This is an optimization exercise on Yosys and OpenROAD, whose aim is small area, a short achievable clock period and few clock cycles, not a production implementation. No functional check of the RTL was part of any run shown here. Power and IR drop assume default switching activity.

==> flow/design.v, too long to show whole: its modules and the start of the top module <==
// module mul: 978 lines
module mul
(
	input clk,
	input rst,
	input  [31:0] a,
	input  [31:0] b,
	input start,
	output [31:0] res_mul,
	output logic vld
);
  // ...
==> flow/flow/run.sh <==
#!/bin/bash
# The standard ORFS layout with three changes to how it is made:
#  - synthesis skips the generic ABC pass inside Yosys's synth command
#    (SYNTH_ARGS=-noabc), so extract_fa sees the adders as written and maps
#    them to full-adder cells without inverters between them; registers and
#    their names are the standard synthesis's;
#  - the port buffers are sky130_fd_sc_hd__buf_4 instead of a delay buffer;
#  - repair_timing aims for a larger setup margin.
set -euo pipefail
cd "$(dirname "$0")/.."
export SYNTH_ARGS="-noabc"
export BUFFER_PORTS_ARGS="-buffer_cell sky130_fd_sc_hd__buf_4"
export SETUP_SLACK_MARGIN=6.2
bash standard.sh finish > standard.log 2>&1
==> flow/standard.sh <==
#!/bin/bash
# synth_recipe.tcl (not shown) runs the flow's synth.tcl, then flattens the netlist and writes it again
# the make line also repeats each setting of config.mk as NAME=value (left out here)
make -C /OpenROAD-flow-scripts/flow DESIGN_CONFIG=/design/flow/config.mk WORK_HOME=/design/flow/orfs CLKGATE_MAP_FILE= SYNTH_SCRIPT=/design/flow/synth_recipe.tcl "${@:-finish}"
==> flow/config.mk <==
export PLATFORM = sky130hd
export DESIGN_NAME = mul
export DESIGN_NICKNAME = mul
export VERILOG_FILES = /design/flow/design.v
export SDC_FILE = /design/flow/constraint.sdc
export NUM_CORES = 4
export LEC_CHECK = 0
export CAP_MARGIN = 20
export CORE_MARGIN = 2
export CORE_UTILIZATION = 55
export CTS_BUF_LIST = sky130_fd_sc_hd__clkbuf_4 sky130_fd_sc_hd__clkbuf_8
export CTS_CLUSTER_SIZE = 40
export SLEW_MARGIN = 20
==> flow/constraint.sdc <==
create_clock -name core_clock -period 12.0 [get_ports {clk}]
set_input_delay 2.4000 -clock core_clock [delete_from_list [all_inputs] [get_ports {clk}]]
set_output_delay 2.4000 -clock core_clock [all_outputs]
set_load 0.01 [all_outputs]
==> metrics.md, run 1 <==
| Metric | Value |
|---|---|
| Delay-heaviest family, CP | adder cells |
| Hold Crit Endpoint | vld$_DFF_P_ |
| Worst setup path startpoint | b[13] |
| Status | no timing/DRC/antenna violations |
| Non-clk invs | 19 |
| Most frequent cells after synthesis | 257 x xnor2_1, 223 x a22oi_1, 214 x fa_1 |
| Sequential cell area fraction in the yosys report | 0.1252 |
| Bufs w/o clock | 127 |
| Seq/total area | 0.1124 |
| Worst path depth | 9 |
| Setup WS pre-CTS | between 5 and 6 ns |
| Grt ovf | 0 |
| Post-DRT Antenna Nets | 0 |
| Synth Area in Compound Gates | 0.1764 |
| DR iter-0 viols | 1118 |
| CP max stage cell | ha_1 |
| CLK BUF | 12 |
| Clk root buf | clkbuf_8 |
| Register area | between 1500 and 2000 sq um |
| CTS Hold Bufs | 0 |
| DP Wirelength | 27.72 mm |
| Commonest non-fill, non-tap cell in the layout | xnor2_1 |
| EDFF count, synth | 0 |
| Multi-input logic area | ~11000 sq um |
| Core area | around 23000 sq um |
| P_seq | about 0.52 mW |
| Combinational share of power | 0.847 |
| Final clock-cell share | 0.01703 |
| Switch share | 0.4646 |
| Fin Hold WS | 2.161 ns |
| Largest net degree at the start of global routing | 65 |
| PD cells | approximately 360 nW/um^2 |
| Fraction of met3 tracks used by global routing | 0.08779 |
| Internal power | about 2.7 mW |
| Setup ws final | slightly above 6 ns |
| H-tree Lvls | 3 |
| Initial Util | 0.5635 |
| Syn nets | 1581 |
| Fraction of area in multi-input gates | 0.7699 |
| Via-per-instance ratio | about 6.5 |
| Crit share post-route | 0.4819 |
| CP Launch Type | input pin |
| Fin. max-slew vios | 0 |
==> run 2: changes to the inputs <==
--- a/flow/design.v
+++ b/flow/design.v
@@ -10,4 +10,756 @@
 );
 logic bo0, bt0, bn0;
+logic pp1;
+logic pp2;
+logic pp3;
+logic pp4;
+logic pp5;
+logic pp6;
+logic pp7;
+logic pp8;
+logic pp9;
+logic pp10;
+logic pp11;
+logic pp12;
+logic pp13;
+logic pp14;
+logic pp15;
+logic pp16;
+logic pp17;
+logic pp18;
+logic pp19;
+logic pp20;
+logic pp21;
+logic pp22;
+logic pp23;
+logic pp24;
+logic pp25;
+logic pp26;
+logic pp27;
+logic pp28;
+logic pp29;
+logic pp30;
+logic pp31;
+logic pp32;
+logic bo1, bt1, bn1;
+logic pp33;
+logic pp34;
+logic pp35;
+logic pp36;
+logic pp37;
+logic pp38;
+logic pp39;
+logic pp40;
+logic pp41;
+logic pp42;
+logic pp43;
+logic pp44;
+logic pp45;
+logic pp46;
+logic pp47;
+logic pp48;
+logic pp49;
+logic pp50;
+logic pp51;
+logic pp52;
+logic pp53;
+logic pp54;
+logic pp55;
+logic pp56;
+logic pp57;
+logic pp58;
+logic pp59;
+logic pp60;
+logic pp61;
+logic pp62;
+logic bo2, bt2, bn2;
+logic pp63;
+logic pp64;
+logic pp65;
+logic pp66;
+logic pp67;
+logic pp68;
+logic pp69;
+logic pp70;
+logic pp71;
+logic pp72;
+logic pp73;
+logic pp74;
+logic pp75;
+logic pp76;
+logic pp77;
+logic pp78;
+logic pp79;
+logic pp80;
+logic pp81;
+logic pp82;
+logic pp83;
+logic pp84;
+logic pp85;
+logic pp86;
+logic pp87;
+logic pp88;
+logic pp89;
+logic pp90;
+logic bo3, bt3, bn3;
+logic pp91;
+logic pp92;
+logic pp93;
+logic pp94;
+logic pp95;
+logic pp96;
+logic pp97;
+logic pp98;
+logic pp99;
+logic pp100;
+logic pp101;
+logic pp102;
+logic pp103;
+logic pp104;
+logic pp105;
+logic pp106;
+logic pp107;
+logic pp108;
+logic pp109;
+logic pp110;
+logic pp111;
+logic pp112;
+logic pp113;
+logic pp114;
+logic pp115;
+logic pp116;
+logic bo4, bt4, bn4;
+logic pp117;
+logic pp118;
+logic pp119;
+logic pp120;
+logic pp121;
+logic pp122;
+logic pp123;
+logic pp124;
+logic pp125;
+logic pp126;
+logic pp127;
+logic pp128;
+logic pp129;
+logic pp130;
+logic pp131;
+logic pp132;
+logic pp133;
+logic pp134;
+logic pp135;
+logic pp136;
+logic pp137;
+logic pp138;
+logic pp139;
+logic pp140;
+logic bo5, bt5, bn5;
+logic pp141;
+logic pp142;
+logic pp143;
+logic pp144;
+logic pp145;
+logic pp146;
+logic pp147;
+logic pp148;
+logic pp149;
+logic pp150;
+logic pp151;
+logic pp152;
+logic pp153;
+logic pp154;
+logic pp155;
+logic pp156;
+logic pp157;
+logic pp158;
+logic pp159;
+logic pp160;
+logic pp161;
+logic pp162;
+logic bo6, bt6, bn6;
+logic pp163;
+logic pp164;
+logic pp165;
+logic pp166;
+logic pp167;
+logic pp168;
+logic pp169;
+logic pp170;
+logic pp171;
+logic pp172;
+logic pp173;
+logic pp174;
+logic pp175;
+logic pp176;
+logic pp177;
+logic pp178;
+logic pp179;
+logic pp180;
+logic pp181;
+logic pp182;
+logic bo7, bt7, bn7;
+logic pp183;
+logic pp184;
+logic pp185;
+logic pp186;
+logic pp187;
+logic pp188;
+logic pp189;
+logic pp190;
+logic pp191;
+logic pp192;
+logic pp193;
+logic pp194;
+logic pp195;
+logic pp196;
+logic pp197;
+logic pp198;
+logic pp199;
+logic pp200;
+logic bo8, bt8, bn8;
+logic pp201;
+logic pp202;
+logic pp203;
+logic pp204;
+logic pp205;
+logic pp206;
+logic pp207;
+logic pp208;
+logic pp209;
+logic pp210;
+logic pp211;
+logic pp212;
+logic pp213;
+logic pp214;
+logic pp215;
+logic pp216;
+logic bo9, bt9, bn9;
+logic pp217;
+logic pp218;
+logic pp219;
+logic pp220;
+logic pp221;
+logic pp222;
+logic pp223;
+logic pp224;
+logic pp225;
+logic pp226;
+logic pp227;
+logic pp228;
+logic pp229;
+logic pp230;
+logic bo10, bt10, bn10;
+logic pp231;
+logic pp232;
+logic pp233;
+logic pp234;
+logic pp235;
+logic pp236;
+logic pp237;
+logic pp238;
+logic pp239;
+logic pp240;
+logic pp241;
+logic pp242;
+logic bo11, bt11, bn11;
+logic pp243;
+logic pp244;
+logic pp245;
+logic pp246;
+logic pp247;
+logic pp248;
+logic pp249;
+logic pp250;
+logic pp251;
+logic pp252;
+logic bo12, bt12, bn12;
+logic pp253;
+logic pp254;
+logic pp255;
+logic pp256;
+logic pp257;
+logic pp258;
+logic pp259;
+logic pp260;
+logic bo13, bt13, bn13;
+logic pp261;
+logic pp262;
+logic pp263;
+logic pp264;
+logic pp265;
+logic pp266;
+logic bo14, bt14, bn14;
+logic pp267;
+logic pp268;
+logic pp269;
+logic pp270;
+logic bo15, bt15, bn15;
+logic pp271;
+logic pp272;
+logic s273;
+logic c274;
+logic s275;
+logic c276;
+logic s277;
+logic c278;
+logic s279;
+logic c280;
+logic s281;
+logic c282;
+logic s283;
+logic c284;
+logic s285;
+logic c286;
+logic s287;
+logic c288;
+logic s289;
+logic c290;
+logic s291;
+logic c292;
+logic s293;
+logic c294;
+logic s295;
+logic c296;
+logic s297;
+logic c298;
+logic s299;
+logic c300;
+logic s301;
+logic c302;
+logic s303;
+logic c304;
+logic s305;
+logic c306;
+logic s307;
+logic c308;
+logic s309;
+logic c310;
+logic s311;
+logic c312;
+logic s313;
+logic c314;
+logic s315;
+logic c316;
+logic s317;
+logic c318;
+logic s319;
+logic c320;
+logic s321;
+logic c322;
+logic s323;
+logic c324;
+logic s325;
+logic c326;
+logic s327;
+logic c328;
+logic s329;
+logic c330;
+logic s331;
+logic c332;
+logic s333;
+logic c334;
+logic s335;
+logic c336;
+logic s337;
+logic c338;
+logic s339;
+logic c340;
+logic s341;
+logic c342;
+logic s343;
+logic c344;
+logic s345;
+logic c346;
+logic s347;
+logic c348;
+logic s349;
+logic c350;
+logic s351;
+logic c352;
+logic s353;
+logic c354;
+logic s355;
+logic c356;
+logic s357;
+logic c358;
+logic s359;
+logic c360;
+logic s361;
+logic c362;
+logic s363;
+logic c364;
+logic s365;
+logic c366;
+logic s367;
+logic c368;
+logic s369;
+logic c370;
+logic s371;
+logic c372;
+logic s373;
+logic c374;
+logic s375;
+logic c376;
+logic s377;
+logic c378;
+logic s379;
+logic c380;
+logic s381;
+logic c382;
+logic s383;
+logic c384;
+logic s385;
+logic c386;
+logic s387;
+logic c388;
+logic s389;
+logic c390;
+logic s391;
+logic c392;
+logic s393;
+logic c394;
+logic s395;
+logic c396;
+logic s397;
+logic c398;
+logic s399;
+logic c400;
+logic s401;
+logic c402;
+logic s403;
+logic c404;
+logic s405;
+logic c406;
+logic s407;
+logic c408;
+logic s409;
+logic c410;
+logic s411;
+logic c412;
+logic s413;
+logic c414;
+logic s415;
+logic c416;
+logic s417;
+logic c418;
+logic s419;
+logic c420;
+logic s421;
+logic c422;
+logic s423;
+logic c424;
+logic s425;
+logic c426;
+logic s427;
+logic c428;
+logic s429;
+logic c430;
+logic s431;
+logic c432;
+logic s433;
+logic c434;
+logic s435;
+logic c436;
+logic s437;
+logic c438;
+logic s439;
+logic c440;
+logic s441;
+logic c442;
+logic s443;
+logic c444;
+logic s445;
+logic c446;
+logic s447;
+logic c448;
+logic s449;
+logic c450;
+logic s451;
+logic c452;
+logic s453;
+logic c454;
+logic s455;
+logic c456;
+logic s457;
+logic c458;
+logic s459;
+logic c460;
+logic s461;
+logic c462;
+logic s463;
+logic c464;
+logic s465;
+logic c466;
+logic s467;
+logic c468;
+logic s469;
+logic c470;
+logic s471;
+logic c472;
+logic s473;
+logic c474;
+logic s475;
+logic c476;
+logic s477;
+logic c478;
+logic s479;
+logic c480;
+logic s481;
+logic c482;
+logic s483;
+logic c484;
+logic s485;
+logic c486;
+logic s487;
+logic c488;
+logic s489;
+logic c490;
+logic s491;
+logic c492;
+logic s493;
+logic c494;
+logic s495;
+logic c496;
+logic s497;
+logic c498;
+logic s499;
+logic c500;
+logic s501;
+logic c502;
+logic s503;
+logic c504;
+logic s505;
+logic c506;
+logic s507;
+logic c508;
+logic s509;
+logic c510;
+logic s511;
+logic c512;
+logic s513;
+logic c514;
+logic s515;
+logic c516;
+logic s517;
+logic c518;
+logic s519;
+logic c520;
+logic s521;
+logic c522;
+logic s523;
+logic c524;
+logic s525;
+logic c526;
+logic s527;
+logic c528;
+logic s529;
+logic c530;
+logic s531;
+logic c532;
+logic s533;
+logic c534;
+logic s535;
+logic c536;
+logic s537;
+logic c538;
+logic s539;
+logic c540;
+logic s541;
+logic c542;
+logic s543;
+logic c544;
+logic s545;
+logic c546;
+logic s547;
+logic c548;
+logic s549;
+logic c550;
+logic s551;
+logic c552;
+logic s553;
+logic c554;
+logic s555;
+logic c556;
+logic s557;
+logic c558;
+logic s559;
+logic c560;
+logic s561;
+logic c562;
+logic s563;
+logic c564;
+logic s565;
+logic c566;
+logic s567;
+logic c568;
+logic s569;
+logic c570;
+logic s571;
+logic c572;
+logic s573;
+logic c574;
+logic s575;
+logic c576;
+logic s577;
+logic c578;
+logic s579;
+logic c580;
+logic s581;
+logic c582;
+logic s583;
+logic c584;
+logic s585;
+logic c586;
+logic s587;
+logic c588;
+logic s589;
+logic c590;
+logic s591;
+logic c592;
+logic s593;
+logic c594;
+logic s595;
+logic c596;
+logic s597;
+logic c598;
+logic s599;
+logic c600;
+logic s601;
+logic c602;
+logic s603;
+logic c604;
+logic s605;
+logic c606;
+logic s607;
+logic c608;
+logic s609;
+logic c610;
+logic s611;
+logic c612;
+logic s613;
+logic c614;
+logic s615;
+logic c616;
+logic s617;
+logic c618;
+logic s619;
+logic c620;
+logic s621;
+logic c622;
+logic s623;
+logic c624;
+logic s625;
+logic c626;
+logic s627;
+logic c628;
+logic s629;
+logic c630;
+logic s631;
+logic c632;
+logic s633;
+logic c634;
+logic s635;
+logic c636;
+logic s637;
+logic c638;
+logic s639;
+logic c640;
+logic s641;
+logic c642;
+logic s643;
+logic c644;
+logic s645;
+logic c646;
+logic s647;
+logic c648;
+logic s649;
+logic c650;
+logic s651;
+logic c652;
+logic s653;
+logic c654;
+logic s655;
+logic c656;
+logic s657;
+logic c658;
+logic s659;
+logic c660;
+logic s661;
+logic c662;
+logic s663;
+logic c664;
+logic s665;
+logic c666;
+logic s667;
+logic c668;
+logic s669;
+logic c670;
+logic s671;
+logic c672;
+logic s673;
+logic c674;
+logic s675;
+logic c676;
+logic s677;
+logic c678;
+logic s679;
+logic c680;
+logic s681;
+logic c682;
+logic s683;
+logic c684;
+logic s685;
+logic c686;
+logic s687;
+logic c688;
+logic s689;
+logic c690;
+logic s691;
+logic c692;
+logic s693;
+logic c694;
+logic s695;
+logic c696;
+logic s697;
+logic c698;
+logic s699;
+logic c700;
+logic s701;
+logic c702;
+logic s703;
+logic c704;
+logic s705;
+logic c706;
+logic s707;
+logic c708;
+logic s709;
+logic c710;
+logic s711;
+logic c712;
+logic s713;
+logic c714;
+logic s715;
+logic c716;
+logic s717;
+logic c718;
+logic s719;
+logic c720;
+logic s721;
+logic c722;
+logic x723;
+logic x724;
+logic x725;
+logic x726;
+logic x727;
+logic x728;
+logic x729;
+logic x730;
+logic x731;
+logic x732;
+logic x733;
+logic x734;
+logic x735;
+logic x736;
+logic x737;
 assign bo0 = b[0] ^ 1'b0;
 assign bt0 = (b[1] & ~b[0] & ~1'b0) | (~b[1] & b[0] & 1'b0);
@@ -45,5 +797,4 @@
 assign pp31 = ((bo0 & a[30]) | (bt0 & a[29])) ^ bn0;
 assign pp32 = ((bo0 & a[31]) | (bt0 & a[30])) ^ bn0;
-logic bo1, bt1, bn1;
 assign bo1 = b[2] ^ b[1];
 assign bt1 = (b[3] & ~b[2] & ~b[1]) | (~b[3] & b[2] & b[1]);
@@ -79,5 +830,4 @@
 assign pp61 = ((bo1 & a[28]) | (bt1 & a[27])) ^ bn1;
 assign pp62 = ((bo1 & a[29]) | (bt1 & a[28])) ^ bn1;
-logic bo2, bt2, bn2;
 assign bo2 = b[4] ^ b[3];
 assign bt2 = (b[5] & ~b[4] & ~b[3]) | (~b[5] & b[4] & b[3]);
@@ -111,5 +861,4 @@
 assign pp89 = ((bo2 & a[26]) | (bt2 & a[25])) ^ bn2;
 assign pp90 = ((bo2 & a[27]) | (bt2 & a[26])) ^ bn2;
-logic bo3, bt3, bn3;
 assign bo3 = b[6] ^ b[5];
 assign bt3 = (b[7] & ~b[6] & ~b[5]) | (~b[7] & b[6] & b[5]);
@@ -141,5 +890,4 @@
 assign pp115 = ((bo3 & a[24]) | (bt3 & a[23])) ^ bn3;
 assign pp116 = ((bo3 & a[25]) | (bt3 & a[24])) ^ bn3;
-logic bo4, bt4, bn4;
 assign bo4 = b[8] ^ b[7];
 assign bt4 = (b[9] & ~b[8] & ~b[7]) | (~b[9] & b[8] & b[7]);
@@ -169,5 +917,4 @@
 assign pp139 = ((bo4 & a[22]) | (bt4 & a[21])) ^ bn4;
 assign pp140 = ((bo4 & a[23]) | (bt4 & a[22])) ^ bn4;
-logic bo5, bt5, bn5;
 assign bo5 = b[10] ^ b[9];
 assign bt5 = (b[11] & ~b[10] & ~b[9]) | (~b[11] & b[10] & b[9]);
@@ -195,5 +942,4 @@
 assign pp161 = ((bo5 & a[20]) | (bt5 & a[19])) ^ bn5;
 assign pp162 = ((bo5 & a[21]) | (bt5 & a[20])) ^ bn5;
-logic bo6, bt6, bn6;
 assign bo6 = b[12] ^ b[11];
 assign bt6 = (b[13] & ~b[12] & ~b[11]) | (~b[13] & b[12] & b[11]);
@@ -219,5 +965,4 @@
 assign pp181 = ((bo6 & a[18]) | (bt6 & a[17])) ^ bn6;
 assign pp182 = ((bo6 & a[19]) | (bt6 & a[18])) ^ bn6;
-logic bo7, bt7, bn7;
 assign bo7 = b[14] ^ b[13];
 assign bt7 = (b[15] & ~b[14] & ~b[13]) | (~b[15] & b[14] & b[13]);
@@ -241,5 +986,4 @@
 assign pp199 = ((bo7 & a[16]) | (bt7 & a[15])) ^ bn7;
 assign pp200 = ((bo7 & a[17]) | (bt7 & a[16])) ^ bn7;
-logic bo8, bt8, bn8;
 assign bo8 = b[16] ^ b[15];
 assign bt8 = (b[17] & ~b[16] & ~b[15]) | (~b[17] & b[16] & b[15]);
@@ -261,5 +1005,4 @@
 assign pp215 = ((bo8 & a[14]) | (bt8 & a[13])) ^ bn8;
 assign pp216 = ((bo8 & a[15]) | (bt8 & a[14])) ^ bn8;
-logic bo9, bt9, bn9;
 assign bo9 = b[18] ^ b[17];
 assign bt9 = (b[19] & ~b[18] & ~b[17]) | (~b[19] & b[18] & b[17]);
@@ -279,5 +1022,4 @@
 assign pp229 = ((bo9 & a[12]) | (bt9 & a[11])) ^ bn9;
 assign pp230 = ((bo9 & a[13]) | (bt9 & a[12])) ^ bn9;
-logic bo10, bt10, bn10;
 assign bo10 = b[20] ^ b[19];
 assign bt10 = (b[21] & ~b[20] & ~b[19]) | (~b[21] & b[20] & b[19]);
@@ -295,5 +1037,4 @@
 assign pp241 = ((bo10 & a[10]) | (bt10 & a[9])) ^ bn10;
 assign pp242 = ((bo10 & a[11]) | (bt10 & a[10])) ^ bn10;
-logic bo11, bt11, bn11;
 assign bo11 = b[22] ^ b[21];
 assign bt11 = (b[23] & ~b[22] & ~b[21]) | (~b[23] & b[22] & b[21]);
@@ -309,5 +1050,4 @@
 assign pp251 = ((bo11 & a[8]) | (bt11 & a[7])) ^ bn11;
 assign pp252 = ((bo11 & a[9]) | (bt11 & a[8])) ^ bn11;
-logic bo12, bt12, bn12;
 assign bo12 = b[24] ^ b[23];
 assign bt12 = (b[25] & ~b[24] & ~b[23]) | (~b[25] & b[24] & b[23]);
@@ -321,5 +1061,4 @@
 assign pp259 = ((bo12 & a[6]) | (bt12 & a[5])) ^ bn12;
 assign pp260 = ((bo12 & a[7]) | (bt12 & a[6])) ^ bn12;
-logic bo13, bt13, bn13;
 assign bo13 = b[26] ^ b[25];
 assign bt13 = (b[27] & ~b[26] & ~b[25]) | (~b[27] & b[26] & b[25]);
@@ -331,5 +1070,4 @@
 assign pp265 = ((bo13 & a[4]) | (bt13 & a[3])) ^ bn13;
 assign pp266 = ((bo13 & a[5]) | (bt13 & a[4])) ^ bn13;
-logic bo14, bt14, bn14;
 assign bo14 = b[28] ^ b[27];
 assign bt14 = (b[29] & ~b[28] & ~b[27]) | (~b[29] & b[28] & b[27]);
@@ -339,5 +1077,4 @@
 assign pp269 = ((bo14 & a[2]) | (bt14 & a[1])) ^ bn14;
 assign pp270 = ((bo14 & a[3]) | (bt14 & a[2])) ^ bn14;
-logic bo15, bt15, bn15;
 assign bo15 = b[30] ^ b[29];
 assign bt15 = (b[31] & ~b[30] & ~b[29]) | (~b[31] & b[30] & b[29]);
@@ -345,67 +1082,28 @@
 assign pp271 = ((bo15 & a[0]) | (bt15 & 1'b0)) ^ bn15;
 assign pp272 = ((bo15 & a[1]) | (bt15 & a[0])) ^ bn15;
-logic pp1, pp2, pp3, pp4, pp5, pp6, pp7, pp8, pp9, pp10, pp11, pp12, pp13, pp14, pp15, pp16;
-logic pp17, pp18, pp19, pp20, pp21, pp22, pp23, pp24, pp25, pp26, pp27, pp28, pp29, pp30, pp31, pp32;
-logic pp33, pp34, pp35, pp36, pp37, pp38, pp39, pp40, pp41, pp42, pp43, pp44, pp45, pp46, pp47, pp48;
-logic pp49, pp50, pp51, pp52, pp53, pp54, pp55, pp56, pp57, pp58, pp59, pp60, pp61, pp62, pp63, pp64;
-logic pp65, pp66, pp67, pp68, pp69, pp70, pp71, pp72, pp73, pp74, pp75, pp76, pp77, pp78, pp79, pp80;
-logic pp81, pp82, pp83, pp84, pp85, pp86, pp87, pp88, pp89, pp90, pp91, pp92, pp93, pp94, pp95, pp96;
-logic pp97, pp98, pp99, pp100, pp101, pp102, pp103, pp104, pp105, pp106, pp107, pp108, pp109, pp110, pp111, pp112;
-logic pp113, pp114, pp115, pp116, pp117, pp118, pp119, pp120, pp121, pp122, pp123, pp124, pp125, pp126, pp127, pp128;
-logic pp129, pp130, pp131, pp132, pp133, pp134, pp135, pp136, pp137, pp138, pp139, pp140, pp141, pp142, pp143, pp144;
-logic pp145, pp146, pp147, pp148, pp149, pp150, pp151, pp152, pp153, pp154, pp155, pp156, pp157, pp158, pp159, pp160;
-logic pp161, pp162, pp163, pp164, pp165, pp166, pp167, pp168, pp169, pp170, pp171, pp172, pp173, pp174, pp175, pp176;
-logic pp177, pp178, pp179, pp180, pp181, pp182, pp183, pp184, pp185, pp186, pp187, pp188, pp189, pp190, pp191, pp192;
-logic pp193, pp194, pp195, pp196, pp197, pp198, pp199, pp200, pp201, pp202, pp203, pp204, pp205, pp206, pp207, pp208;
-logic pp209, pp210, pp211, pp212, pp213, pp214, pp215, pp216, pp217, pp218, pp219, pp220, pp221, pp222, pp223, pp224;
-logic pp225, pp226, pp227, pp228, pp229, pp230, pp231, pp232, pp233, pp234, pp235, pp236, pp237, pp238, pp239, pp240;
-logic pp241, pp242, pp243, pp244, pp245, pp246, pp247, pp248, pp249, pp250, pp251, pp252, pp253, pp254, pp255, pp256;
-logic pp257, pp258, pp259, pp260, pp261, pp262, pp263, pp264, pp265, pp266, pp267, pp268, pp269, pp270, pp271, pp272;
-logic s273, c274, s275, c276, s277, c278, s279, c280, s281, c282, s283, c284, s285, c286, s287, c288;
-logic s291, c292, s293, c294, s297, c298, s299, c300, s301, c302, s303, c304, s305, c306, s307, c308;
-logic s309, c310, s311, c312, s313, c314, s315, c316, s317, c318, s319, c320, s323, c324, s325, c326;
-logic s327, c328, s329, c330, s333, c334, s335, c336, s337, c338, s339, c340, s341, c342, s343, c344;
-logic s345, c346, s347, c348, s349, c350, s351, c352, s353, c354, s357, c358, s359, c360, s361, c362;
-logic s363, c364, s365, c366, s367, c368, s371, c372, s373, c374, s375, c376, s377, c378, s379, c380;
-logic s381, c382, s383, c384, s385, c386, s387, c388, s389, c390, s391, c392, s393, c394, s395, c396;
-logic s397, c398, s401, c402, s403, c404, s405, c406, s407, c408, s409, c410, s411, c412, s413, c414;
-logic s417, c418, s419, c420, s421, c422, s423, c424, s425, c426, s427, c428, s429, c430, s431, c432;
-logic s433, c434, s435, c436, s437, c438, s439, c440, s441, c442, s443, c444, s445, c446, s447, c448;
-logic s453, c454, s455, c456, s457, c458, s459, c460, s461, c462, s463, c464, s465, c466, s467, c468;
-logic s473, c474, s475, c476, s477, c478, s479, c480, s481, c482, s483, c484, s485, c486, s487, c488;
-logic s493, c494, s495, c496, s497, c498, s499, c500, s501, c502, s503, c504, s505, c506, s507, c508;
-logic s509, c510, s515, c516, s517, c518, s519, c520, s521, c522, s523, c524, s525, c526, s527, c528;
-logic s529, c530, s531, c532, s537, c538, s539, c540, s541, c542, s543, c544, s545, c546, s547, c548;
-logic s549, c550, s551, c552, s553, c554, s555, c556, s561, c562, s563, c564, s565, c566, s567, c568;
-logic s569, c570, s571, c572, s573, c574, s575, c576, s577, c578, s579, c580, s585, c586, s587, c588;
-logic s589, c590, s591, c592, s593, c594, s595, c596, s597, c598, s599, c600, s601, c602, s603, c604;
-logic s605, c606, s611, c612, s613, c614, s615, c616, s617, c618, s619, c620, s621, c622, s623, c624;
-logic s625, c626, s627, c628, s629, c630, s631, c632, s637, c638, s639, c640, s641, c642, s643, c644;
-logic s645, c646, s647, c648, s649, c650, s651, c652, s653, c654, s655, c656, s657, c658, s665, c666;
-logic s667, c668, s669, c670, s671, c672, s673, c674, s675, c676, s677, c678, s679, c680, s681, c682;
-logic s683, c684, s685, c686, s693, c694, s695, c696, s697, c698, s699, c700, s701, c702, s703, c704;
-logic s705, c706, s707, c708, s709, c710, s711, c712, s713, c714, s715, c716, s723, s724, s725, s726;
-logic s727, s728, s729, s730, s731, s732, s733, s734, s735, s736, s737, s738, s739, s740, s741, s742;
-logic s743, s744, s745, s752, c753, s754, c755, s756, c757, s758, c759, s760, c761, s762, c763;
-assign s273 = bn1 ^ pp3 ^ pp33;
-assign c274 = (bn1 & pp3) | (pp33 & (bn1 ^ pp3));
-assign s275 = pp4 ^ pp34 ^ c274;
-assign c276 = (pp4 & pp34) | (c274 & (pp4 ^ pp34));
+assign s273 = bn1 ^ pp3;
+assign c274 = bn1 & pp3;
+assign s275 = pp4 ^ pp34;
+assign c276 = pp4 & pp34;
 assign s277 = bn2 ^ pp5 ^ pp35;
 assign c278 = (bn2 & pp5) | (pp35 & (bn2 ^ pp5));
-assign s279 = pp63 ^ s277 ^ c276;
-assign c280 = (pp63 & s277) | (c276 & (pp63 ^ s277));
+assign s279 = pp63 ^ c276;
+assign c280 = pp63 & c276;
 assign s281 = pp6 ^ pp36 ^ pp64;
 assign c282 = (pp6 & pp36) | (pp64 & (pp6 ^ pp36));
-assign s283 = c278 ^ s281 ^ c280;
-assign c284 = (c278 & s281) | (c280 & (c278 ^ s281));
+assign s283 = c278 ^ c280;
+assign c284 = c278 & c280;
 assign s285 = bn3 ^ pp7 ^ pp37;
 assign c286 = (bn3 & pp7) | (pp37 & (bn3 ^ pp7));
 assign s287 = pp65 ^ pp91 ^ c282;
 assign c288 = (pp65 & pp91) | (c282 & (pp65 ^ pp91));
+assign s289 = s285 ^ c284;
+assign c290 = s285 & c284;
 assign s291 = pp8 ^ pp38 ^ pp66;
 assign c292 = (pp8 & pp38) | (pp66 & (pp8 ^ pp38));
 assign s293 = pp92 ^ c286 ^ s291;
 assign c294 = (pp92 & c286) | (s291 & (pp92 ^ c286));
+assign s295 = c288 ^ c290;
+assign c296 = c288 & c290;
 assign s297 = bn4 ^ pp9 ^ pp39;
 assign c298 = (bn4 & pp9) | (pp39 & (bn4 ^ pp9));
@@ -422,6 +1120,6 @@
 assign s309 = c300 ^ s305 ^ c302;
 assign c310 = (c300 & s305) | (c302 & (c300 ^ s305));
-assign s311 = s307 ^ c304 ^ s309;
-assign c312 = (s307 & c304) | (s309 & (s307 ^ c304));
+assign s311 = s307 ^ c304;
+assign c312 = s307 & c304;
 assign s313 = bn5 ^ pp11 ^ pp41;
 assign c314 = (bn5 & pp11) | (pp41 & (bn5 ^ pp11));
@@ -432,4 +1130,6 @@
 assign s319 = s315 ^ c308 ^ s317;
 assign c320 = (s315 & c308) | (s317 & (s315 ^ c308));
+assign s321 = c310 ^ c312;
+assign c322 = c310 & c312;
 assign s323 = pp12 ^ pp42 ^ pp70;
 assign c324 = (pp12 & pp42) | (pp70 & (pp12 ^ pp42));
@@ -440,4 +1140,6 @@
 assign s329 = s325 ^ c318 ^ s327;
 assign c330 = (s325 & c318) | (s327 & (s325 ^ c318));
+assign s331 = c320 ^ s329;
+assign c332 = c320 & s329;
 assign s333 = bn6 ^ pp13 ^ pp43;
 assign c334 = (bn6 & pp13) | (pp43 & (bn6 ^ pp13));
@@ -462,4 +1164,6 @@
 assign s353 = c340 ^ s349 ^ s351;
 assign c354 = (c340 & s349) | (s351 & (c340 ^ s349));
+assign s355 = c342 ^ c344;
+assign c356 = c342 & c344;
 assign s357 = bn7 ^ pp15 ^ pp45;
 assign c358 = (bn7 & pp15) | (pp45 & (bn7 ^ pp15));
@@ -474,4 +1178,6 @@
 assign s367 = s363 ^ c352 ^ s365;
 assign c368 = (s363 & c352) | (s365 & (s363 ^ c352));
+assign s369 = c354 ^ s367;
+assign c370 = c354 & s367;
 assign s371 = pp16 ^ pp46 ^ pp74;
 assign c372 = (pp16 & pp46) | (pp74 & (pp16 ^ pp46));
@@ -502,4 +1208,6 @@
 assign s397 = s393 ^ c380 ^ s395;
 assign c398 = (s393 & c380) | (s395 & (s393 ^ c380));
+assign s399 = c382 ^ s397;
+assign c400 = c382 & s397;
 assign s401 = pp18 ^ pp48 ^ pp76;
 assign c402 = (pp18 & pp48) | (pp76 & (pp18 ^ pp48));
@@ -516,4 +1224,6 @@
 assign s413 = s409 ^ c396 ^ s411;
 assign c414 = (s409 & c396) | (s411 & (s409 ^ c396));
+assign s415 = c398 ^ s413;
+assign c416 = c398 & s413;
 assign s417 = bn9 ^ pp19 ^ pp49;
 assign c418 = (bn9 & pp19) | (pp49 & (bn9 ^ pp19));
@@ -530,6 +1240,6 @@
 assign s429 = c410 ^ s423 ^ s425;
 assign c430 = (c410 & s423) | (s425 & (c410 ^ s423));
-assign s431 = c412 ^ s427 ^ s429;
-assign c432 = (c412 & s427) | (s429 & (c412 ^ s427));
+assign s431 = s427 ^ c412 ^ s429;
+assign c432 = (s427 & c412) | (s429 & (s427 ^ c412));
 assign s433 = c414 ^ s431;
 assign c434 = c414 & s431;
@@ -548,4 +1258,8 @@
 assign s447 = s441 ^ s443 ^ c428;
 assign c448 = (s441 & s443) | (c428 & (s441 ^ s443));
+assign s449 = s445 ^ c430 ^ s447;
+assign c450 = (s445 & c430) | (s447 & (s445 ^ c430));
+assign s451 = c432 ^ s449;
+assign c452 = c432 & s449;
 assign s453 = bn10 ^ pp21 ^ pp51;
 assign c454 = (bn10 & pp21) | (pp51 & (bn10 ^ pp21));
@@ -564,4 +1278,8 @@
 assign s467 = s461 ^ s463 ^ c446;
 assign c468 = (s461 & s463) | (c446 & (s461 ^ s463));
+assign s469 = s465 ^ c448 ^ s467;
+assign c470 = (s465 & c448) | (s467 & (s465 ^ c448));
+assign s471 = c450 ^ s469;
+assign c472 = c450 & s469;
 assign s473 = pp22 ^ pp52 ^ pp80;
 assign c474 = (pp22 & pp52) | (pp80 & (pp22 ^ pp52));
@@ -580,4 +1298,8 @@
 assign s487 = s481 ^ s483 ^ c466;
 assign c488 = (s481 & s483) | (c466 & (s481 ^ s483));
+assign s489 = s485 ^ c468 ^ s487;
+assign c490 = (s485 & c468) | (s487 & (s485 ^ c468));
+assign s491 = c470 ^ s489;
+assign c492 = c470 & s489;
 assign s493 = bn11 ^ pp23 ^ pp53;
 assign c494 = (bn11 & pp23) | (pp53 & (bn11 ^ pp23));
@@ -596,6 +1318,10 @@
 assign s507 = c482 ^ c484 ^ s501;
 assign c508 = (c482 & c484) | (s501 & (c482 ^ c484));
-assign s509 = s503 ^ c486 ^ s505;
-assign c510 = (s503 & c486) | (s505 & (s503 ^ c486));
+assign s509 = s503 ^ s505 ^ c486;
+assign c510 = (s503 & s505) | (c486 & (s503 ^ s505));
+assign s511 = s507 ^ c488 ^ s509;
+assign c512 = (s507 & c488) | (s509 & (s507 ^ c488));
+assign s513 = c490 ^ s511;
+assign c514 = c490 & s511;
 assign s515 = pp24 ^ pp54 ^ pp82;
 assign c516 = (pp24 & pp54) | (pp82 & (pp24 ^ pp54));
@@ -614,6 +1340,10 @@
 assign s529 = c504 ^ s523 ^ s525;
 assign c530 = (c504 & s523) | (s525 & (c504 ^ s523));
-assign s531 = c506 ^ c508 ^ s527;
-assign c532 = (c506 & c508) | (s527 & (c506 ^ c508));
+assign s531 = c506 ^ s527 ^ c508;
+assign c532 = (c506 & s527) | (c508 & (c506 ^ s527));
+assign s533 = s529 ^ c510 ^ s531;
+assign c534 = (s529 & c510) | (s531 & (s529 ^ c510));
+assign s535 = c512 ^ s533;
+assign c536 = c512 & s533;
 assign s537 = bn12 ^ pp25 ^ pp55;
 assign c538 = (bn12 & pp25) | (pp55 & (bn12 ^ pp25));
@@ -634,6 +1364,10 @@
 assign s553 = s545 ^ s547 ^ s549;
 assign c554 = (s545 & s547) | (s549 & (s545 ^ s547));
-assign s555 = c528 ^ c530 ^ s551;
-assign c556 = (c528 & c530) | (s551 & (c528 ^ c530));
+assign s555 = c528 ^ s551 ^ c530;
+assign c556 = (c528 & s551) | (c530 & (c528 ^ s551));
+assign s557 = s553 ^ c532 ^ s555;
+assign c558 = (s553 & c532) | (s555 & (s553 ^ c532));
+assign s559 = c534 ^ s557;
+assign c560 = c534 & s557;
 assign s561 = pp26 ^ pp56 ^ pp84;
 assign c562 = (pp26 & pp56) | (pp84 & (pp26 ^ pp56));
@@ -654,6 +1388,10 @@
 assign s577 = s569 ^ s571 ^ s573;
 assign c578 = (s569 & s571) | (s573 & (s569 ^ s571));
-assign s579 = c552 ^ c554 ^ s575;
-assign c580 = (c552 & c554) | (s575 & (c552 ^ c554));
+assign s579 = c552 ^ s575 ^ c554;
+assign c580 = (c552 & s575) | (c554 & (c552 ^ s575));
+assign s581 = s577 ^ c556 ^ s579;
+assign c582 = (s577 & c556) | (s579 & (s577 ^ c556));
+assign s583 = c558 ^ s581;
+assign c584 = c558 & s581;
 assign s585 = bn13 ^ pp27 ^ pp57;
 assign c586 = (bn13 & pp27) | (pp57 & (bn13 ^ pp27));
@@ -676,6 +1414,10 @@
 assign s603 = s595 ^ s597 ^ s599;
 assign c604 = (s595 & s597) | (s599 & (s595 ^ s597));
-assign s605 = c576 ^ c578 ^ s601;
-assign c606 = (c576 & c578) | (s601 & (c576 ^ c578));
+assign s605 = c576 ^ s601 ^ c578;
+assign c606 = (c576 & s601) | (c578 & (c576 ^ s601));
+assign s607 = s603 ^ c580 ^ s605;
+assign c608 = (s603 & c580) | (s605 & (s603 ^ c580));
+assign s609 = c582 ^ s607;
+assign c610 = c582 & s607;
 assign s611 = pp28 ^ pp58 ^ pp86;
 assign c612 = (pp28 & pp58) | (pp86 & (pp28 ^ pp58));
@@ -696,8 +1438,12 @@
 assign s627 = c598 ^ c600 ^ s619;
 assign c628 = (c598 & c600) | (s619 & (c598 ^ c600));
-assign s629 = s621 ^ s623 ^ c602;
-assign c630 = (s621 & s623) | (c602 & (s621 ^ s623));
-assign s631 = s625 ^ c604 ^ s627;
-assign c632 = (s625 & c604) | (s627 & (s625 ^ c604));
+assign s629 = s621 ^ s623 ^ s625;
+assign c630 = (s621 & s623) | (s625 & (s621 ^ s623));
+assign s631 = c602 ^ s627 ^ c604;
+assign c632 = (c602 & s627) | (c604 & (c602 ^ s627));
+assign s633 = s629 ^ c606 ^ s631;
+assign c634 = (s629 & c606) | (s631 & (s629 ^ c606));
+assign s635 = c608 ^ s633;
+assign c636 = c608 & s633;
 assign s637 = bn14 ^ pp29 ^ pp59;
 assign c638 = (bn14 & pp29) | (pp59 & (bn14 ^ pp29));
@@ -720,6 +1466,12 @@
 assign s655 = c624 ^ s647 ^ s649;
 assign c656 = (c624 & s647) | (s649 & (c624 ^ s647));
-assign s657 = s651 ^ c626 ^ c628;
-assign c658 = (s651 & c626) | (c628 & (s651 ^ c626));
+assign s657 = s651 ^ c626 ^ s653;
+assign c658 = (s651 & c626) | (s653 & (s651 ^ c626));
+assign s659 = c628 ^ s655 ^ c630;
+assign c660 = (c628 & s655) | (c630 & (c628 ^ s655));
+assign s661 = s657 ^ c632 ^ s659;
+assign c662 = (s657 & c632) | (s659 & (s657 ^ c632));
+assign s663 = c634 ^ c636;
+assign c664 = c634 & c636;
 assign s665 = pp30 ^ pp60 ^ pp88;
 assign c666 = (pp30 & pp60) | (pp88 & (pp30 ^ pp60));
@@ -742,6 +1494,12 @@
 assign s683 = c652 ^ s675 ^ s677;
 assign c684 = (c652 & s675) | (s677 & (c652 ^ s675));
-assign s685 = s679 ^ c654 ^ c656;
-assign c686 = (s679 & c654) | (c656 & (s679 ^ c654));
+assign s685 = s679 ^ c654 ^ s681;
+assign c686 = (s679 & c654) | (s681 & (s679 ^ c654));
+assign s687 = c656 ^ s683 ^ c658;
+assign c688 = (c656 & s683) | (c658 & (c656 ^ s683));
+assign s689 = s685 ^ c660 ^ s687;
+assign c690 = (s685 & c660) | (s687 & (s685 ^ c660));
+assign s691 = c662 ^ s689;
+assign c692 = c662 & s689;
 assign s693 = bn15 ^ pp31 ^ pp61;
 assign c694 = (bn15 & pp31) | (pp61 & (bn15 ^ pp31));
@@ -766,213 +1524,36 @@
 assign s713 = s703 ^ s705 ^ s707;
 assign c714 = (s703 & s705) | (s707 & (s703 ^ s705));
-assign s715 = s709 ^ c682 ^ c684;
-assign c716 = (s709 & c682) | (c684 & (s709 ^ c682));
-assign s723 = pp32 ^ pp62;
-assign s724 = pp90 ^ pp116;
-assign s725 = pp140 ^ pp162;
-assign s726 = pp182 ^ pp200;
-assign s727 = pp216 ^ pp230;
-assign s728 = pp242 ^ pp252;
-assign s729 = pp260 ^ pp266;
-assign s730 = pp270 ^ pp272;
-assign s731 = s723 ^ s724;
-assign s732 = s725 ^ s726;
-assign s733 = s727 ^ s728;
-assign s734 = s729 ^ s730;
-assign s735 = s731 ^ s732;
-assign s736 = s733 ^ s734;
-assign s737 = c694 ^ c696;
-assign s738 = c698 ^ c700;
-assign s739 = c702 ^ s735;
-assign s740 = s736 ^ s737;
-assign s741 = s738 ^ s739;
-assign s742 = s740 ^ s741;
-assign s743 = c704 ^ c706;
-assign s744 = c708 ^ c710;
-assign s745 = s742 ^ s743;
-assign s752 = pp1 ^ bn0;
-assign c753 = pp1 & bn0;
-assign s754 = pp2 ^ c753;
-assign c755 = pp2 & c753;
-assign s756 = s273 ^ c755;
-assign c757 = s273 & c755;
-assign s758 = s275 ^ c757;
-assign c759 = s275 & c757;
-assign s760 = s279 ^ c759;
-assign c761 = s279 & c759;
-assign s762 = s283 ^ c761;
-assign c763 = s283 & c761;
-logic s285_q, s287_q, c284_q, c288_q, s293_q, c310_q, s319_q, c312_q, c320_q, s329_q, c342_q, c344_q, s353_q, c354_q, s367_q, c382_q;
-logic s397_q, c384_q, c398_q, s413_q, c430_q, s445_q, s447_q, c432_q, c434_q, s465_q, c448_q, s467_q, s485_q, c468_q, s487_q, s507_q;
-logic c488_q, s509_q, s529_q, c510_q, s531_q, s553_q, c532_q, s555_q, s577_q, c556_q, s579_q, s603_q, c580_q, s605_q, c606_q, s629_q;
-logic s631_q, s653_q, s655_q, c630_q, c632_q, s657_q, s681_q, s683_q, c658_q, s685_q, s711_q, s713_q, c686_q, s715_q, s744_q, s745_q;
-logic c712_q, c714_q, c716_q, s752_q, s754_q, s756_q, s758_q, s760_q, s762_q, s311_q, s303_q, s343_q, s383_q, s433_q, c763_q;
+assign s715 = s709 ^ c682 ^ s711;
+assign c716 = (s709 & c682) | (s711 & (s709 ^ c682));
+assign s717 = c684 ^ s713 ^ c686;
+assign c718 = (c684 & s713) | (c686 & (c684 ^ s713));
+assign s719 = s715 ^ c688 ^ s717;
+assign c720 = (s715 & c688) | (s717 & (s715 ^ c688));
+assign s721 = c690 ^ s719;
+assign c722 = c690 & s719;
+assign x723 = pp32 ^ pp62 ^ pp90;
+assign x724 = pp116 ^ pp140 ^ pp162;
+assign x725 = pp182 ^ pp200 ^ pp216;
+assign x726 = pp230 ^ pp242 ^ pp252;
+assign x727 = pp260 ^ pp266 ^ pp270;
+assign x728 = pp272 ^ x723 ^ x724;
+assign x729 = x725 ^ x726 ^ x727;
+assign x730 = c694 ^ c696 ^ c698;
+assign x731 = c700 ^ c702 ^ x728;
+assign x732 = x729 ^ x730 ^ c704;
+assign x733 = c706 ^ c708 ^ c710;
+assign x734 = x731 ^ x732 ^ x733;
+assign x735 = c712 ^ c714 ^ x734;
+assign x736 = c716 ^ x735 ^ c718;
+assign x737 = x736 ^ c720 ^ c722;
+logic [31:0] r0, r1;
+assign r0 = {x737, c692, c664, s661, c610, c584, c560, c536, c514, c492, c472, c452, c434, c416, c400, c384, c370, c356, s353, c332, c322, s319, s309, c296, s293, s287, s281, s277, c274, pp33, pp2, pp1};
+assign r1 = {1'b0, s721, s691, s663, s635, s609, s583, s559, s535, s513, s491, s471, s451, s433, s415, s399, s383, s369, s355, s343, s331, s321, s311, s303, s295, s289, s283, s279, s275, s273, 1'b0, bn0};
+logic [31:0] s_q, c_q;
 always_ff @(posedge clk) begin
+	s_q <= r0;
+	c_q <= r1;
 	vld <= start & ~rst;
-	s285_q <= s285;
-	s287_q <= s287;
-	c284_q <= c284;
-	c288_q <= c288;
-	s293_q <= s293;
-	c310_q <= c310;
-	s319_q <= s319;
-	c312_q <= c312;
-	c320_q <= c320;
-	s329_q <= s329;
-	c342_q <= c342;
-	c344_q <= c344;
-	s353_q <= s353;
-	c354_q <= c354;
-	s367_q <= s367;
-	c382_q <= c382;
-	s397_q <= s397;
-	c384_q <= c384;
-	c398_q <= c398;
-	s413_q <= s413;
-	c430_q <= c430;
-	s445_q <= s445;
-	s447_q <= s447;
-	c432_q <= c432;
-	c434_q <= c434;
-	s465_q <= s465;
-	c448_q <= c448;
-	s467_q <= s467;
-	s485_q <= s485;
-	c468_q <= c468;
-	s487_q <= s487;
-	s507_q <= s507;
-	c488_q <= c488;
-	s509_q <= s509;
-	s529_q <= s529;
-	c510_q <= c510;
-	s531_q <= s531;
-	s553_q <= s553;
-	c532_q <= c532;
-	s555_q <= s555;
-	s577_q <= s577;
-	c556_q <= c556;
-	s579_q <= s579;
-	s603_q <= s603;
-	c580_q <= c580;
-	s605_q <= s605;
-	c606_q <= c606;
-	s629_q <= s629;
-	s631_q <= s631;
-	s653_q <= s653;
-	s655_q <= s655;
-	c630_q <= c630;
-	c632_q <= c632;
-	s657_q <= s657;
-	s681_q <= s681;
-	s683_q <= s683;
-	c658_q <= c658;
-	s685_q <= s685;
-	s711_q <= s711;
-	s713_q <= s713;
-	c686_q <= c686;
-	s715_q <= s715;
-	s744_q <= s744;
-	s745_q <= s745;
-	c712_q <= c712;
-	c714_q <= c714;
-	c716_q <= c716;
-	s752_q <= s752;
-	s754_q <= s754;
-	s756_q <= s756;
-	s758_q <= s758;
-	s760_q <= s760;
-	s762_q <= s762;
-	s311_q <= s311;
-	s303_q <= s303;
-	s343_q <= s343;
-	s383_q <= s383;
-	s433_q <= s433;
-	c763_q <= c763;
 end
-logic s289, c290, s295, c296, s321, c322, s331, c332, s355, c356, s369, c370, s399, c400, s415, c416;
-logic s449, c450, s451, c452, s469, c470, s471, c472, s489, c490, s491, c492, s511, c512, s513, c514;
-logic s533, c534, s535, c536, s557, c558, s559, c560, s581, c582, s583, c584, s607, c608, s609, c610;
-logic s633, c634, s635, c636, s659, c660, s661, c662, s663, c664, s687, c688, s689, c690, s691, c692;
-logic s717, c718, s719, c720, s721, c722, s746, s747, s748, s749, s750, s751;
-assign s289 = s285_q ^ s287_q ^ c284_q;
-assign c290 = (s285_q & s287_q) | (c284_q & (s285_q ^ s287_q));
-assign s295 = c288_q ^ s293_q ^ c290;
-assign c296 = (c288_q & s293_q) | (c290 & (c288_q ^ s293_q));
-assign s321 = c310_q ^ s319_q ^ c312_q;
-assign c322 = (c310_q & s319_q) | (c312_q & (c310_q ^ s319_q));
-assign s331 = c320_q ^ s329_q ^ c322;
-assign c332 = (c320_q & s329_q) | (c322 & (c320_q ^ s329_q));
-assign s355 = c342_q ^ c344_q ^ s353_q;
-assign c356 = (c342_q & c344_q) | (s353_q & (c342_q ^ c344_q));
-assign s369 = c354_q ^ s367_q ^ c356;
-assign c370 = (c354_q & s367_q) | (c356 & (c354_q ^ s367_q));
-assign s399 = c382_q ^ s397_q ^ c384_q;
-assign c400 = (c382_q & s397_q) | (c384_q & (c382_q ^ s397_q));
-assign s415 = c398_q ^ s413_q ^ c400;
-assign c416 = (c398_q & s413_q) | (c400 & (c398_q ^ s413_q));
-assign s449 = c430_q ^ s445_q ^ s447_q;
-assign c450 = (c430_q & s445_q) | (s447_q & (c430_q ^ s445_q));
-assign s451 = c432_q ^ c434_q ^ s449;
-assign c452 = (c432_q & c434_q) | (s449 & (c432_q ^ c434_q));
-assign s469 = s465_q ^ c448_q ^ s467_q;
-assign c470 = (s465_q & c448_q) | (s467_q & (s465_q ^ c448_q));
-assign s471 = c450 ^ s469;
-assign c472 = c450 & s469;
-assign s489 = s485_q ^ c468_q ^ s487_q;
-assign c490 = (s485_q & c468_q) | (s487_q & (s485_q ^ c468_q));
-assign s491 = c470 ^ s489 ^ c472;
-assign c492 = (c470 & s489) | (c472 & (c470 ^ s489));
-assign s511 = s507_q ^ c488_q ^ s509_q;
-assign c512 = (s507_q & c488_q) | (s509_q & (s507_q ^ c488_q));
-assign s513 = c490 ^ s511;
-assign c514 = c490 & s511;
-assign s533 = s529_q ^ c510_q ^ s531_q;
-assign c534 = (s529_q & c510_q) | (s531_q & (s529_q ^ c510_q));
-assign s535 = c512 ^ s533 ^ c514;
-assign c536 = (c512 & s533) | (c514 & (c512 ^ s533));
-assign s557 = s553_q ^ c532_q ^ s555_q;
-assign c558 = (s553_q & c532_q) | (s555_q & (s553_q ^ c532_q));
-assign s559 = c534 ^ s557;
-assign c560 = c534 & s557;
-assign s581 = s577_q ^ c556_q ^ s579_q;
-assign c582 = (s577_q & c556_q) | (s579_q & (s577_q ^ c556_q));
-assign s583 = c558 ^ s581 ^ c560;
-assign c584 = (c558 & s581) | (c560 & (c558 ^ s581));
-assign s607 = s603_q ^ c580_q ^ s605_q;
-assign c608 = (s603_q & c580_q) | (s605_q & (s603_q ^ c580_q));
-assign s609 = c582 ^ s607;
-assign c610 = c582 & s607;
-assign s633 = c606_q ^ s629_q ^ s631_q;
-assign c634 = (c606_q & s629_q) | (s631_q & (c606_q ^ s629_q));
-assign s635 = c608 ^ s633 ^ c610;
-assign c636 = (c608 & s633) | (c610 & (c608 ^ s633));
-assign s659 = s653_q ^ s655_q ^ c630_q;
-assign c660 = (s653_q & s655_q) | (c630_q & (s653_q ^ s655_q));
-assign s661 = c632_q ^ s657_q ^ s659;
-assign c662 = (c632_q & s657_q) | (s659 & (c632_q ^ s657_q));
-assign s663 = c634 ^ s661;
-assign c664 = c634 & s661;
-assign s687 = s681_q ^ s683_q ^ c658_q;
-assign c688 = (s681_q & s683_q) | (c658_q & (s681_q ^ s683_q));
-assign s689 = s685_q ^ c660 ^ s687;
-assign c690 = (s685_q & c660) | (s687 & (s685_q ^ c660));
-assign s691 = c662 ^ s689;
-assign c692 = c662 & s689;
-assign s717 = s711_q ^ s713_q ^ c686_q;
-assign c718 = (s711_q & s713_q) | (c686_q & (s711_q ^ s713_q));
-assign s719 = s715_q ^ c688 ^ s717;
-assign c720 = (s715_q & c688) | (s717 & (s715_q ^ c688));
-assign s721 = c690 ^ s719;
-assign c722 = c690 & s719;
-assign s746 = s744_q ^ s745_q;
-assign s747 = c712_q ^ c714_q;
-assign s748 = s746 ^ s747;
-assign s749 = s748 ^ c716_q;
-assign s750 = s749 ^ c718;
-assign s751 = s750 ^ c720;
-logic [25:0] r0, r1;
-assign r0 = {c722, c692, c664, c636, s635, c584, s583, c536, s535, c492, s491, c452, s451, c416, s415, s399, c370, s369, s355, c332, s331, s321, s311_q, c296, s295, s289};
-assign r1 = {s751, s721, s691, s663, 1'b0, s609, 1'b0, s559, 1'b0, s513, 1'b0, s471, 1'b0, s433_q, 1'b0, 1'b0, s383_q, 1'b0, 1'b0, s343_q, 1'b0, 1'b0, 1'b0, s303_q, 1'b0, 1'b0};
-assign res_mul[31:6] = r0 + r1 + {25'b0, c763_q};
-assign res_mul[5:0] = {s762_q, s760_q, s758_q, s756_q, s754_q, s752_q};
+assign res_mul = s_q + c_q;
 endmodule
==> flow/run.sh (new file) <==
#!/bin/bash
# synth_recipe.tcl (not shown) runs the flow's synth.tcl, then flattens the netlist and writes it again
# the make line also repeats each setting of config.mk as NAME=value (left out here)
make -C /OpenROAD-flow-scripts/flow DESIGN_CONFIG=/design/flow/config.mk WORK_HOME=/design/flow/orfs CLKGATE_MAP_FILE= SYNTH_SCRIPT=/design/flow/synth_recipe.tcl finish
--- a/flow/config.mk
+++ b/flow/config.mk
@@ -8,6 +8,4 @@
 export CAP_MARGIN = 20
 export CORE_MARGIN = 2
-export CORE_UTILIZATION = 55
-export CTS_BUF_LIST = sky130_fd_sc_hd__clkbuf_4 sky130_fd_sc_hd__clkbuf_8
-export CTS_CLUSTER_SIZE = 40
+export CORE_UTILIZATION = 40
 export SLEW_MARGIN = 20
removed: flow/flow/run.sh
removed: flow/standard.sh
==> metrics.md, run 2 <==
| Metric | Value |
|---|---|
| Status | no timing/DRC/antenna violations |
| EDFF count, synth | 0 (unchanged) |
| Largest registers | s_q (32), c_q (30), vld (1) |
| Grt ovf | 0 (unchanged) |
| WHS Path Cells | 2 |
| Critical path endpoint category | flop |
| Sink Count | between 60 and 70 |
| Setup WS pre-CTS | 3.653 ns (-1.625 ns) |
| Max-cap viol count | 0 |
| H-tree Lvls | 3 (unchanged) |
| Setup ws final | 4.025 ns (-2.193 ns) |
| CTS tree | yes |
| Rows | 66 |
| Die Wd | between 150 and 200 um |
| Worst rel slew slack | 0.2681 |
| RSZ-0062 raised after global routing | no |
| Met2 wire length | 18.09 mm |
| DR DRC count | 0 |
| Worst path depth | 19 (+10) |
| Largest net degree at the start of global routing | 62 (-4.6%) |
| Worst path bufs/invs | 3 |
| CP Launch Type | input pin |
| Fin Hold WS | 2.579 ns (+0.4179 ns) |
| Fin. max-slew vios | 0 (unchanged) |
| Post-synthesis cell count | about 1400 |
| Worst hold path class | in -> reg |
| Antenna diodes | 0 |
| Worst endpoint required time | roughly 12 ns |
| Synth area leader | fa_1 |
| Most flops, register | s_q |
| Via Count | between 10000 and 15000 |
| Core area | 32450 sq um (+43%) |
| Initial Util | 0.4049 (-0.1586) |
| Post-DR wirelength/cell | between 20 and 25 um |
| PD cells | 326.9 nW/um^2 (-8.4%) |
| CTS Hold Bufs | 0 (unchanged) |
| Worst EP arrival | just over 8 ns |
| IO Pins | 100 |
| Setup bufs post-CTS | 0 |
| Final instance area | 14810 sq um |
| Async set or reset register ratio after synthesis | 0 |
| Final Hold Fails | 0 |
| Die height | between 150 and 200 um |
| Crit share post-route | 0.6646 (+0.1827) |
| Top Metal Used | met4 |
| Via-per-instance ratio | 5.660 (-13%) |
| Worst-path clk slew | roughly 0.07 ns |
| Setup_tns | 0 ns |
| Most frequent cells in the layout | 225 x a22oi_1, 206 x xor2_1, 196 x fa_1 |
| Hold Crit Start | rst |
| Area Growth Syn to Fin | 12.72% |
| Syn Area/Cell | around 9.4 sq um |
| Minimum clock period | between 7 and 8 ns |
| Final nets | ~1700 |
| Longest Clk Path Bufs | 2 |
| Most common cell in the netlist | a22oi_1 |
| Register bit total from synthesis | 63 |
| Delay-heaviest family, CP | adder cells |
| GPL Wtd Cong | between 0.8 and 0.9 |
| Initial antenna violation count | 0 |
| First-pass GRT wire length | 60.20 mm |
| Top-area cell type share of the netlist area | 0.2986 |
| Max reg flops | 32 |
| All-layer global routing usage | 0.2287 |
| Commonest non-fill, non-tap cell in the layout | a22oi_1 |
| CTS Buf Count | 9 |
| DP Wirelength | 27.96 mm (+0.89%) |
| Netlist cell types | 47 |
| Final WL | around 38 mm |
| Most frequent cells after synthesis | 225 x a22oi_1, 206 x xor2_1, 196 x fa_1 |
| Final-layout fill cell count | ~3100 |
| Top cells by area, synth | fa_1 30%, xor2_1 14%, a22oi_1 13%, dfxtp_1 9.6%, xnor2_1 8.3% |
| Synthesis warning total | 1 |
| Vias in the first global route | 10389 |
| Leak | between 5 and 6 nW |
| Sequential cell area fraction in the yosys report | 0.09598 (-0.02918) |
| CP max stage delay | slightly below 0.5 ns |
| Synthesized area | between 10000 and 15000 sq um |
| Area of the die | about 34000 sq um |
| Share of layout cells above drive strength 1 | 0.05233 |
| Metal3 WL | 2.651 mm |
| Placement Cell Area | around 14000 sq um |
| DR iter-0 viols | 895 (-20%) |
| Worst Path Max Fanout | 24 |
| Max VDD drop | 284.7 uV |
| Setup CP Type | in -> reg |
| Most used flip-flop cell after synthesis | dfxtp_1 |
| Worst setup path startpoint | b[3] |
| Measured slew at the worst slew-check pin | roughly 1.1 ns |
| Final Setup Violations | 0 |
| Clk root buf | clkbuf_16 |
| First drt pass iteration count | 6 |
| Post_cts resized | 0 |
| Syn nets | 1733 (+9.6%) |
| Buffers on Ports | 99 |
| Detailed-routing wirelength on met1 | around 17 mm |
| Post-DRT Antenna Nets | 0 (unchanged) |
| CP max stage cell | clkdlybuf4s50_1 |
| Fmax | around 0.13 GHz |
| Sequence of cells on the critical path | clkdlybuf4s50_1 > ha_1 > nor2b_1 > inv_2 > xnor2_1 > fa_1 > fa_1 > fa_1 > fa_1 > fa_1 > fa_1 > inv_1 > ha_1 > xor2_1 > xnor2_1 > xnor2_1 > xnor2_1 > xnor2_1 > xnor2_1 |
## run 2: logic make-up (layout without fill, tap and decap cells)
| family | after synthesis | count (layout) | share of synthesized area |
|---|---|---|---|
| buffers and inverters | 237 | 256 | 0.06808 |
| adder cells (fa/ha/maj) | 271 | 271 | 0.3700 |
| flip-flops | 63 | 63 | 0.09598 |
| AO/OA/AOI/OAI | 355 | 355 | 0.1880 |
| XOR/XNOR | 331 | 331 | 0.2206 |
| AND/OR/NAND/NOR | 138 | 138 | 0.05732 |
## run 2: path summary, 6_finish.rpt
| kind | to | slack, ns |
|---|---|---|
| worst min-delay path | vld$_DFF_P_ | 2.58 |
| worst max-delay path | s_q[31]$_DFF_P_ | 4.02 |
## run 2: area by class of cell
type | count | area (sq um) | area share
clock buffers | 9 | 225.2 | 0.01521
clock inverters | 7 | 105.1 | 0.007096
inverters | 103 | 386.6 | 0.02610
multi-input cells | 1095 | 11010 | 0.7436
flip-flops and latches | 63 | 1261 | 0.08515
well taps | 442 | 553.0 | 0.03734
repair buffers | 137 | 1266 | 0.08549
## run 2: power by group
group | internal [mW] | switching [mW]
Combinational | 1.98 | 2.14
Clock | 0.185 | 0.121
Sequential | 0.391 | 0.0265
## run 2: through the flow
| stage | util | instances | total power, mW |
|---|---|---|---|
| detailed placement | 0.4462 | 1840 | 4.571 |
| CTS | 0.4564 | 1856 | 4.912 |
| floorplan | - | 1395 | 3.277 |
| global route | 0.4564 | 1856 | 5.479 |
| finish | 0.4564 | 1856 | 4.842 |
| global placement | 0.4462 | 1840 | 4.528 |
## run 2: per-layer routing
layer,up-vias,track usage
li1,4723,-
met1,5257,0.3199
met2,470,0.3676
met3,55,0.03677
met4,0,0.05905
met5,-,0
==> run 3: changes to the inputs <==
--- a/flow/config.mk
+++ b/flow/config.mk
@@ -8,4 +8,5 @@
 export CAP_MARGIN = 20
 export CORE_MARGIN = 2
-export CORE_UTILIZATION = 40
+export CORE_UTILIZATION = 60
+export SETUP_SLACK_MARGIN = 5
 export SLEW_MARGIN = 20
==> metrics.md, run 3 <==
| Metric | Value |
|---|---|
| Status | no timing/DRC/antenna violations |
| Async set or reset register ratio after synthesis | 0 (unchanged) |
| Largest net degree at the start of global routing | 62 (unchanged) |
| Sequence of cells on the critical path | clkdlybuf4s18_2 > a22oi_1 > xor2_1 > fa_2 > fa_2 > fa_1 > fa_2 > fa_1 > fa_1 > inv_1 > ha_1 > xor2_1 > xnor2_1 > xnor2_1 > xnor2_1 > xnor2_1 > xnor2_1 |
| CTS tree | yes |
| Measured slew at the worst slew-check pin | 0.6463 ns (-0.4481 ns) |
| Fraction of met3 tracks used by global routing | 0.08386 (+0.04709) |
| Setup WS pre-CTS | 3.755 ns (+0.1015 ns) |
| Worst hold path class | in -> reg |
| Most used flip-flop cell after synthesis | dfxtp_1 |
| Die height | 152.0 um (-18%) |
| Post-DR wirelength/cell | 23.50 um (+14%) |
| Post-synthesis cell count | 1395 (unchanged) |
| Worst EP arrival | 7.10 ns (-1.16 ns) |
| Clk root buf | clkbuf_16 |
| GPL Wtd Cong | 0.9112 (+2.3%) |
| Setup ws final | 5.156 ns (+1.132 ns) |
| Largest registers | s_q (32), c_q (30), vld (1) |
| Setup_tns | 0 ns (unchanged) |
| Setup CP Type | in -> reg |
| DP Wirelength | 26.96 mm (-3.6%) |
| Syn nets | 1733 (unchanged) |
| RSZ-0062 raised after global routing | no |
| CP max stage delay | 0.57 ns (+0.08 ns) |
| Worst-path clk slew | 0.07 ns (about the same) |
| Fin. max-slew vios | 0 (unchanged) |
| DR DRC count | 0 (unchanged) |
| Grt ovf | 0 (unchanged) |
| Delay-heaviest family, CP | adder cells |
| Sequential power share | 0.083 (-0.003) |
| PD cells | 314.8 nW/um^2 (-3.7%) |
| First-pass GRT wire length | 63.49 mm (+5.5%) |
| Most used cell, CP | xnor2_1 |
| Max VDD drop | 376.1 uV (+32%) |
| Combinational share of power | 0.851 (about the same) |
| EDFF count, synth | 0 (unchanged) |
| CP Launch Type | input pin |
| All-layer global routing usage | 0.3507 (+0.1220) |
| H-tree Lvls | 3 (unchanged) |
| Initial Util | 0.6059 (+0.2010) |
| Syn Area/Cell | 9.419 sq um (unchanged) |
| M1 GR Usage | 0.4778 (+0.1579) |
| Clock power share | 0.066 (+0.003) |
| Post-DRT Antenna Nets | 0 (unchanged) |
| Fin Hold WS | 2.557 ns (-0.02209 ns) |
| DR iter-0 viols | 1430 (+60%) |
| Synthesized area | 13140 sq um (unchanged) |
| Commonest non-fill, non-tap cell in the layout | a22oi_1 |
| Longest Clk Path Bufs | 2 (unchanged) |
| Worst path bufs/invs | 2 (-1) |
| Share of layout cells above drive strength 1 | 0.1548 (+0.1025) |
| Buffers on Ports | 99 (unchanged) |
| Switch share | 0.4697 (-0.002737) |
| Core area | 21690 sq um (-33%) |
| Worst rel slew slack | 0.5691 (+0.3010) |
| Top cells by area, synth | fa_1 30%, xor2_1 14%, a22oi_1 13%, dfxtp_1 9.6%, xnor2_1 8.3% |
| Initial antenna violation count | 1 (+1) |
| Rows | 54 (-18%) |
| IO Pins | 100 (unchanged) |
| Critical path endpoint category | flop |
| Psw | 2.350 mW (+2.7%) |
| CTS Buf Count | 9 (unchanged) |
| Antenna diodes | 0 (unchanged) |
| Most frequent cells after synthesis | 225 x a22oi_1, 206 x xor2_1, 196 x fa_1 |
| Synthesis warning total | 1 (unchanged) |
| Die Wd | 152.0 um (-18%) |
| Total Power | 5.004 mW (+3.3%) |
| Most flops, register | s_q |
| Leak | 6.651 nW (+11%) |
| GRT Max-Usage Layer | met2 |
| Via-per-instance ratio | 6.350 (+12%) |
| Crit share post-route | 0.5703 (-0.09432) |
| Final WL | 41.19 mm (+7.9%) |
| Fmax | 0.1461 GHz (+17%) |
| Most common cell in the netlist | a22oi_1 |
| Final Hold Fails | 0 (unchanged) |
| Max-cap viol count | 0 (unchanged) |
| Via Count | 11131 (+6.0%) |
| Final-layout fill cell count | 1621 (-47%) |
| Fin cells | 1753 (-5.5%) |
| Vias in the first global route | 11064 (+6.5%) |
| Met2 Resource Use GR | 0.5549 (+0.1873) |
| Max reg flops | 32 (unchanged) |
| Area of the die | 23100 sq um (-33%) |
| Worst endpoint required time | 12.26 ns (-0.02 ns) |
| Dpl cells | 1674 (-9.0%) |
| Final Setup Violations | 0 (unchanged) |
| First drt pass iteration count | 6 (unchanged) |
| Minimum clock period | 6.844 ns (-1.132 ns) |
| Area Growth Syn to Fin | 20.98% |
| Worst Path Max Fanout | 21 (-13%) |
| Synth area leader | fa_1 |
| Final nets | 1806 (+3.4%) |
| CP max stage cell | clkdlybuf4s18_2 |
| Most frequent cells in the layout | 214 x a22oi_1, 206 x xor2_1, 174 x fa_1 |
| Top-area cell type share of the netlist area | 0.2986 (unchanged) |
| Internal power | 2.654 mW (+3.9%) |
| Sink Count | 63 (unchanged) |
| Register bit total from synthesis | 63 (unchanged) |
| Sequential cell area fraction in the yosys report | 0.09598 (unchanged) |
| Netlist cell types | 47 (unchanged) |
-- run 3: repair_timing --
action                                  in CTS  in global routing
hold endpoints to repair                     0                  0
hold buffers                                 0                  0
setup buffers                               39                 12
endpoints found under the setup margin      12                  1
gates cloned                                 6                  6
resized for setup                          145                118
pin swaps                                   16                 28
-- run 3: power groups by stage --
stage | combinational, mW | clock, mW | sequential (mW)
3_3_place_gp | 4.09 | 0 | 0.421
6_report | 4.26 | 0.328 | 0.416
3_5_place_dp | 4.17 | 0 | 0.422
5_1_grt | 4.83 | 0.338 | 0.423
4_1_cts | 4.25 | 0.332 | 0.417
2_1_floorplan | 2.87 | 0 | 0.415
-- run 3: layout make-up --
| class | instances | area (sq um) | area share |
|---|---|---|---|
| well taps | 280 | 350.3 | 0.02204 |
| clock inverters | 7 | 127.6 | 0.008028 |
| flip-flops and latches | 63 | 1261 | 0.07934 |
| clock buffers | 9 | 225.2 | 0.01417 |
| repair buffers | 195 | 2077 | 0.1307 |
| multi-input cells | 1096 | 11460 | 0.7211 |
| inverters | 103 | 392.9 | 0.02471 |
-- run 3: per-layer routing --
metal	part of all wire	vias to the layer above
li1	-	4855
met1	0.40	5454
met2	0.46	692
met3	0.10	128
met4	0.037	2
met5	0.00032	-
-- run 3: logic make-up after synthesis --
kind of cell             synth area share
AO/OA/AOI/OAI                      0.1880
XOR/XNOR                           0.2206
adder cells (fa/ha/maj)            0.3700
buffers and inverters             0.06808
AND/OR/NAND/NOR                   0.05732
flip-flops                        0.09598
-- run 3: metrics by stage --
stage                     utilization  area (sq um)
after floorplan                     -         13250
after global placement         0.6584         14280
after detailed placement       0.6584         14280
after CTS                      0.7133         15470
after global routing           0.7330         15900
final                          0.7330         15900
-- run 3: final timing paths --
kind	startpoint	endpoint	slack, ns	depth (start not counted)
worst min-delay path	b[1]	c_q[0]$_DFF_P_	2.56	2
worst max-delay path	a[11]	s_q[31]$_DFF_P_	5.16	17

## re-timing with driven ports
No port has a modelled driver above. Below, the same layouts with a new extraction and two added sets of constraints.
Step 1 assumes that a clkbuf_16 drives the clock port and a buf_2 every other input.
Step 2 also shifts input and output timing later by t, the mid clock arrival at the registers, as if the neighbouring blocks saw the same clock.
a / b / c = no drivers / after step 1 / after step 2; a / b = the first two.
run | t (ns) | setup WS [ns]
run 1 | 0.422 | 6.217 / 6.237 / 5.815
run 2 | 0.396 | 4.025 / 4.055 / 3.659
run 3 | 0.404 | 5.156 / 5.180 / 4.776
After both steps every run listed still meets setup and hold.
